This design comes from an exercise in tuning for small area on the open sky130 flow, not from production work. Where RTL was checked, it was by simulation tests only, not by an equivalence proof against the original. No activity file was given, so power comes from the tool's default toggle rates.

Setup of the baseline:
==> module sauria_sa_top, before the edit <==
module sauria_sa_top #(
    parameter X = 4,
    parameter Y = 4,
    parameter IA_W = 8,
    parameter IB_W = 8,
    parameter OC_W = 32,
    parameter TH_W = 2
)(
    input  logic                 i_clk,
    input  logic                 i_rstn,
    input  logic [Y*IA_W-1:0]    i_a,
    input  logic [X*IB_W-1:0]    i_b,
    input  logic [Y*OC_W-1:0]    i_c,
    input  logic                 i_reg_clear,
    input  logic                 i_pipeline_en,
    input  logic [X-1:0]         i_cswitch,
    input  logic                 i_cscan_en,
    input  logic [TH_W-1:0]      i_thres,
    output logic [Y*OC_W-1:0]    o_c
);
logic en, clr;
assign en  = i_pipeline_en;
assign clr = i_reg_clear;
logic ld, hd;
sa_ld_hd u_ld_hd (.en(en), .clr(clr), .ld(ld), .hd(hd));
logic [TH_W-1:0] thr_q;
always_ff @(posedge i_clk or negedge i_rstn) begin
    if (!i_rstn) thr_q <= '0;
    else         thr_q <= ({TH_W{ld}} & i_thres) | ({TH_W{hd}} & thr_q);
end
logic [Y*(X+1)*IA_W-1:0] a_w;
logic [(Y+1)*X*IB_W-1:0] b_w;
logic [Y*X-1:0]          cs_w;
logic [Y*(X+1)*OC_W-1:0] sc_w;
genvar j, i;
generate
    for (j = 0; j < Y; j++) begin : rows
        assign sc_w[((j)*(X+1)+(X))*OC_W +: OC_W] = i_c[OC_W*j +: OC_W];
        assign o_c[OC_W*j +: OC_W] = sc_w[((j)*(X+1)+(0))*OC_W +: OC_W];
        for (i = 0; i <= X; i++) begin : a_chain
            logic [IA_W-1:0] a_q, a_d;
            if (i == 0) begin : in
                assign a_d = i_a[IA_W*j +: IA_W];
            end else begin : prev
                assign a_d = a_w[((j)*(X+1)+(i-1))*IA_W +: IA_W];
            end
            always_ff @(posedge i_clk or negedge i_rstn) begin
                if (!i_rstn) a_q <= '0;
                else         a_q <= ({IA_W{ld}} & a_d) | ({IA_W{hd}} & a_q);
            end
            assign a_w[((j)*(X+1)+(i))*IA_W +: IA_W] = a_q;
        end
    end
    for (j = 0; j <= Y; j++) begin : b_rows
        for (i = 0; i < X; i++) begin : b_chain
            logic [IB_W-1:0] b_q, b_d;
            if (j == 0) begin : in
                assign b_d = i_b[IB_W*i +: IB_W];
            end else begin : prev
                assign b_d = b_w[((j-1)*X+(i))*IB_W +: IB_W];
            end
            always_ff @(posedge i_clk or negedge i_rstn) begin
                if (!i_rstn) b_q <= '0;
                else         b_q <= ({IB_W{ld}} & b_d) | ({IB_W{hd}} & b_q);
            end
            assign b_w[((j)*X+(i))*IB_W +: IB_W] = b_q;
        end
    end
    for (j = 0; j < Y; j++) begin : pe_rows
        for (i = 0; i < X; i++) begin : pe
            logic            cs_q, cs_d;
            logic            negl_q, negl_d;
            logic [IA_W-1:0] za;
            logic [IB_W-1:0] zb;
            logic            small_a, small_b;
            logic [OC_W-1:0] acc_q, sc_q, sc_in, addend_n, acc_d;
            logic            kill, x_sc, x_acc, s_acc, s_in, s_hold;
            if (j == 0) begin : in
                assign cs_d = i_cswitch[i];
            end else begin : prev
                assign cs_d = cs_w[(j-1)*X+(i)];
            end
            always_ff @(posedge i_clk or negedge i_rstn) begin
                if (!i_rstn) cs_q <= 1'b0;
                else         cs_q <= (ld & cs_d) | (hd & cs_q);
            end
            assign cs_w[(j)*X+(i)] = cs_q;
            assign za = a_w[((j)*(X+1)+(i))*IA_W +: IA_W];
            assign zb = b_w[((j)*X+(i))*IB_W +: IB_W];
            always_comb begin
                case (thr_q)
                    2'd1:    begin small_a = &za[7:1] | ~|za[7:1]; small_b = &zb[7:1] | ~|zb[7:1]; end
                    2'd2:    begin small_a = &za[7:2] | ~|za[7:2]; small_b = &zb[7:2] | ~|zb[7:2]; end
                    2'd3:    begin small_a = &za[7:3] | ~|za[7:3]; small_b = &zb[7:3] | ~|zb[7:3]; end
                    default: begin small_a = 1'b0;                 small_b = 1'b0;                 end
                endcase
            end
            assign negl_d = small_a & small_b;
            always_ff @(posedge i_clk or negedge i_rstn) begin
                if (!i_rstn) negl_q <= 1'b0;
                else         negl_q <= (ld & negl_d) | (hd & negl_q);
            end
            sa_pe_sel u_sel (
                .en(en), .clr(clr), .cscan(i_cscan_en), .cs(cs_q), .negl(negl_q),
                .kill(kill), .x_sc(x_sc), .x_acc(x_acc), .s_acc(s_acc), .s_in(s_in), .s_hold(s_hold)
            );
            assign addend_n = ~(({OC_W{x_sc}} & sc_q) | ({OC_W{x_acc}} & acc_q));
            sa_mac mac (
                .a    (a_w[((j)*(X+1)+(i+1))*IA_W +: IA_W]),
                .b    (b_w[((j+1)*X+(i))*IB_W +: IB_W]),
                .kill (kill),
                .x_n  (addend_n),
                .y    (acc_d)
            );
            always_ff @(posedge i_clk or negedge i_rstn) begin
                if (!i_rstn) acc_q <= '0;
                else         acc_q <= acc_d;
            end
            assign sc_in = sc_w[((j)*(X+1)+(i+1))*OC_W +: OC_W];
            always_ff @(posedge i_clk or negedge i_rstn) begin
                if (!i_rstn) sc_q <= '0;
                else         sc_q <= ({OC_W{s_acc}} & acc_q) | ({OC_W{s_in}} & sc_in) | ({OC_W{s_hold}} & sc_q);
            end
            assign sc_w[((j)*(X+1)+(i))*OC_W +: OC_W] = sc_q;
        end
    end
endgenerate
endmodule
==> module sa_pe_sel, before the edit <==
module sa_pe_sel (
    input  logic en,
    input  logic clr,
    input  logic cscan,
    input  logic cs,
    input  logic negl,
    output logic kill,
    output logic x_sc,
    output logic x_acc,
    output logic s_acc,
    output logic s_in,
    output logic s_hold
);
logic swap;
assign swap   = en & cs;
assign kill   = negl | ~en | clr;
assign x_sc   = swap & ~clr;
assign x_acc  = ~swap & ~clr;
assign s_acc  = swap & ~clr;
assign s_in   = ~swap & en & cscan & ~clr;
assign s_hold = ~swap & ~(en & cscan) & ~clr;
endmodule
export LEC_CHECK = 0
export CAP_MARGIN = 10
export CORE_MARGIN = 2
export CORE_UTILIZATION = 55
export GPL_TIMING_DRIVEN = 0
export PLACE_DENSITY = 0.72
export SETUP_SLACK_MARGIN = 0.12
export SLEW_MARGIN = 10
export SYNTH_HIERARCHICAL = 1
create_clock -name core_clock -period 5.5 [get_ports {i_clk}]
standard.sh (not shown) runs the stock make flow with config.mk's settings and CLKGATE_MAP_FILE= SYNTH_SCRIPT=/design/flow/synth_recipe.tcl, a recipe that flattens the netlist after the stock synthesis.
==> flow/flow/run.sh <==
#!/bin/bash
set -euo pipefail
export BUFFER_PORTS_ARGS="-buffer_cell sky130_fd_sc_hd__buf_1"
export CTS_ARGS="-sink_clustering_enable -repair_clock_nets -dont_use_dummy_load -buf_list sky130_fd_sc_hd__clkbuf_8 -sink_clustering_size 12 -sink_clustering_max_diameter 80"
bash standard.sh > standard.log 2>&1
Changes in the candidate relative to the baseline:
--- a/flow/design.v
+++ b/flow/design.v
@@ -595,13 +595,13 @@
             logic            cs_q, cs_d;
             logic            negl_q, negl_d;
             logic [IA_W-1:0] za;
             logic [IB_W-1:0] zb;
             logic            small_a, small_b;
             logic [OC_W-1:0] acc_q, sc_q, sc_in, addend_n, acc_d;
-            logic            kill, x_sc, x_acc, s_acc, s_in, s_hold;
+            logic            kill, s_acc, s_in, s_hold;
             if (j == 0) begin : in
                 assign cs_d = i_cswitch[i];
             end else begin : prev
                 assign cs_d = cs_w[(j-1)*X+(i)];
             end
             always_ff @(posedge i_clk or negedge i_rstn) begin
@@ -621,17 +621,22 @@
             end
             assign negl_d = small_a & small_b;
             always_ff @(posedge i_clk or negedge i_rstn) begin
                 if (!i_rstn) negl_q <= 1'b0;
                 else         negl_q <= (ld & negl_d) | (hd & negl_q);
             end
-            sa_pe_sel u_sel (
-                .en(en), .clr(clr), .cscan(i_cscan_en), .cs(cs_q), .negl(negl_q),
-                .kill(kill), .x_sc(x_sc), .x_acc(x_acc), .s_acc(s_acc), .s_in(s_in), .s_hold(s_hold)
-            );
-            assign addend_n = ~(({OC_W{x_sc}} & sc_q) | ({OC_W{x_acc}} & acc_q));
+            logic x_sc_lo, x_acc_lo, x_sc_hi, x_acc_hi;
+            sa_xsel u_xsel_lo (.en(en), .clr(clr), .cs(cs_q), .x_sc(x_sc_lo), .x_acc(x_acc_lo));
+            sa_xsel u_xsel_hi (.en(en), .clr(clr), .cs(cs_q), .x_sc(x_sc_hi), .x_acc(x_acc_hi));
+            sa_kill u_kill (.en(en), .clr(clr), .negl(negl_q), .kill(kill));
+            sa_scsel u_scsel (.en(en), .clr(clr), .cscan(i_cscan_en), .cs(cs_q),
+                              .s_acc(s_acc), .s_in(s_in), .s_hold(s_hold));
+            assign addend_n[OC_W/2-1:0] = ~(({(OC_W/2){x_sc_lo}} & sc_q[OC_W/2-1:0]) |
+                                            ({(OC_W/2){x_acc_lo}} & acc_q[OC_W/2-1:0]));
+            assign addend_n[OC_W-1:OC_W/2] = ~(({(OC_W/2){x_sc_hi}} & sc_q[OC_W-1:OC_W/2]) |
+                                               ({(OC_W/2){x_acc_hi}} & acc_q[OC_W-1:OC_W/2]));
             sa_mac mac (
                 .a    (a_w[((j)*(X+1)+(i+1))*IA_W +: IA_W]),
                 .b    (b_w[((j+1)*X+(i))*IB_W +: IB_W]),
                 .kill (kill),
                 .x_n  (addend_n),
                 .y    (acc_d)
@@ -656,28 +661,39 @@
     output logic ld,
     output logic hd
 );
 assign ld = en & ~clr;
 assign hd = ~en & ~clr;
 endmodule
-module sa_pe_sel (
+module sa_xsel (
     input  logic en,
     input  logic clr,
-    input  logic cscan,
     input  logic cs,
-    input  logic negl,
-    output logic kill,
     output logic x_sc,
-    output logic x_acc,
+    output logic x_acc
+);
+assign x_sc  = en & cs & ~clr;
+assign x_acc = ~(en & cs) & ~clr;
+endmodule
+module sa_kill (
+    input  logic en,
+    input  logic clr,
+    input  logic negl,
+    output logic kill
+);
+assign kill = negl | ~en | clr;
+endmodule
+module sa_scsel (
+    input  logic en,
+    input  logic clr,
+    input  logic cscan,
+    input  logic cs,
     output logic s_acc,
     output logic s_in,
     output logic s_hold
 );
 logic swap;
 assign swap   = en & cs;
-assign kill   = negl | ~en | clr;
-assign x_sc   = swap & ~clr;
-assign x_acc  = ~swap & ~clr;
 assign s_acc  = swap & ~clr;
 assign s_in   = ~swap & en & cscan & ~clr;
 assign s_hold = ~swap & ~(en & cscan) & ~clr;
 endmodule
Notes after the runs:
- The candidate vs the baseline: final layout net count up slightly
- The candidate had finished all stages when the layout checks came back failing, citing negative setup slack.
- The candidate against the baseline: cell area after layout now larger, part of the total power dissipated in combinational logic +0.9 points, cell area reported after detailed placement increased by about 0.35% relative to the old numbers, minimum clock period after layout rose 0.18 ns.
- On met2 demand-to-capacity share in global routing, the higher figure sits with the candidate, not the baseline.
- Any difference in x dimension of the die between the baseline and the candidate is small enough to ignore.
- Going from the baseline to the candidate, cell count along the critical path rose by 1, count of non-filler cells in the finished layout up 2.4%, worst-case hold slack rose 0.16 ns, total power went up about 2.4%.
For the candidate, only the layout was checked, not whether the RTL still works.

## port drivers added, routing unchanged
The results above use ideal ports. As a check the final layouts listed here were re-extracted and re-timed, cells and wires unchanged. Step 1: set_driving_cell puts a clkbuf_16 on i_clk and a buf_2 on each other input, an assumption about the parent block. Step 2 moves the port delays by t, midway between the first and last clock arrival at a register: inputs arrive t later, outputs are due t later. That takes back most of the time a late clock gives input paths. Slacks: ideal ports / drivers / drivers and shift; pairs: ideal ports / drivers.
run | shift t [ns] | slack for setup (ns) | worst register clock-pin slew, ns | worst data-port slew with drivers (ns) | cell pins on the clock port's net
the baseline | 0.988 | 0.138 / 0.033 / -0.955 | 0.10 / 0.10 | 0.28 | 1
the candidate | 0.998 | -0.043 / -0.028 / -1.025 | 0.10 / 0.10 | 0.08 | 1
Met with ideal ports but missed after step 2: setup timing in the baseline. For the baseline, which loses most, drivers alone change the setup slack by -0.105 ns; drivers and shift together by -1.093 ns.
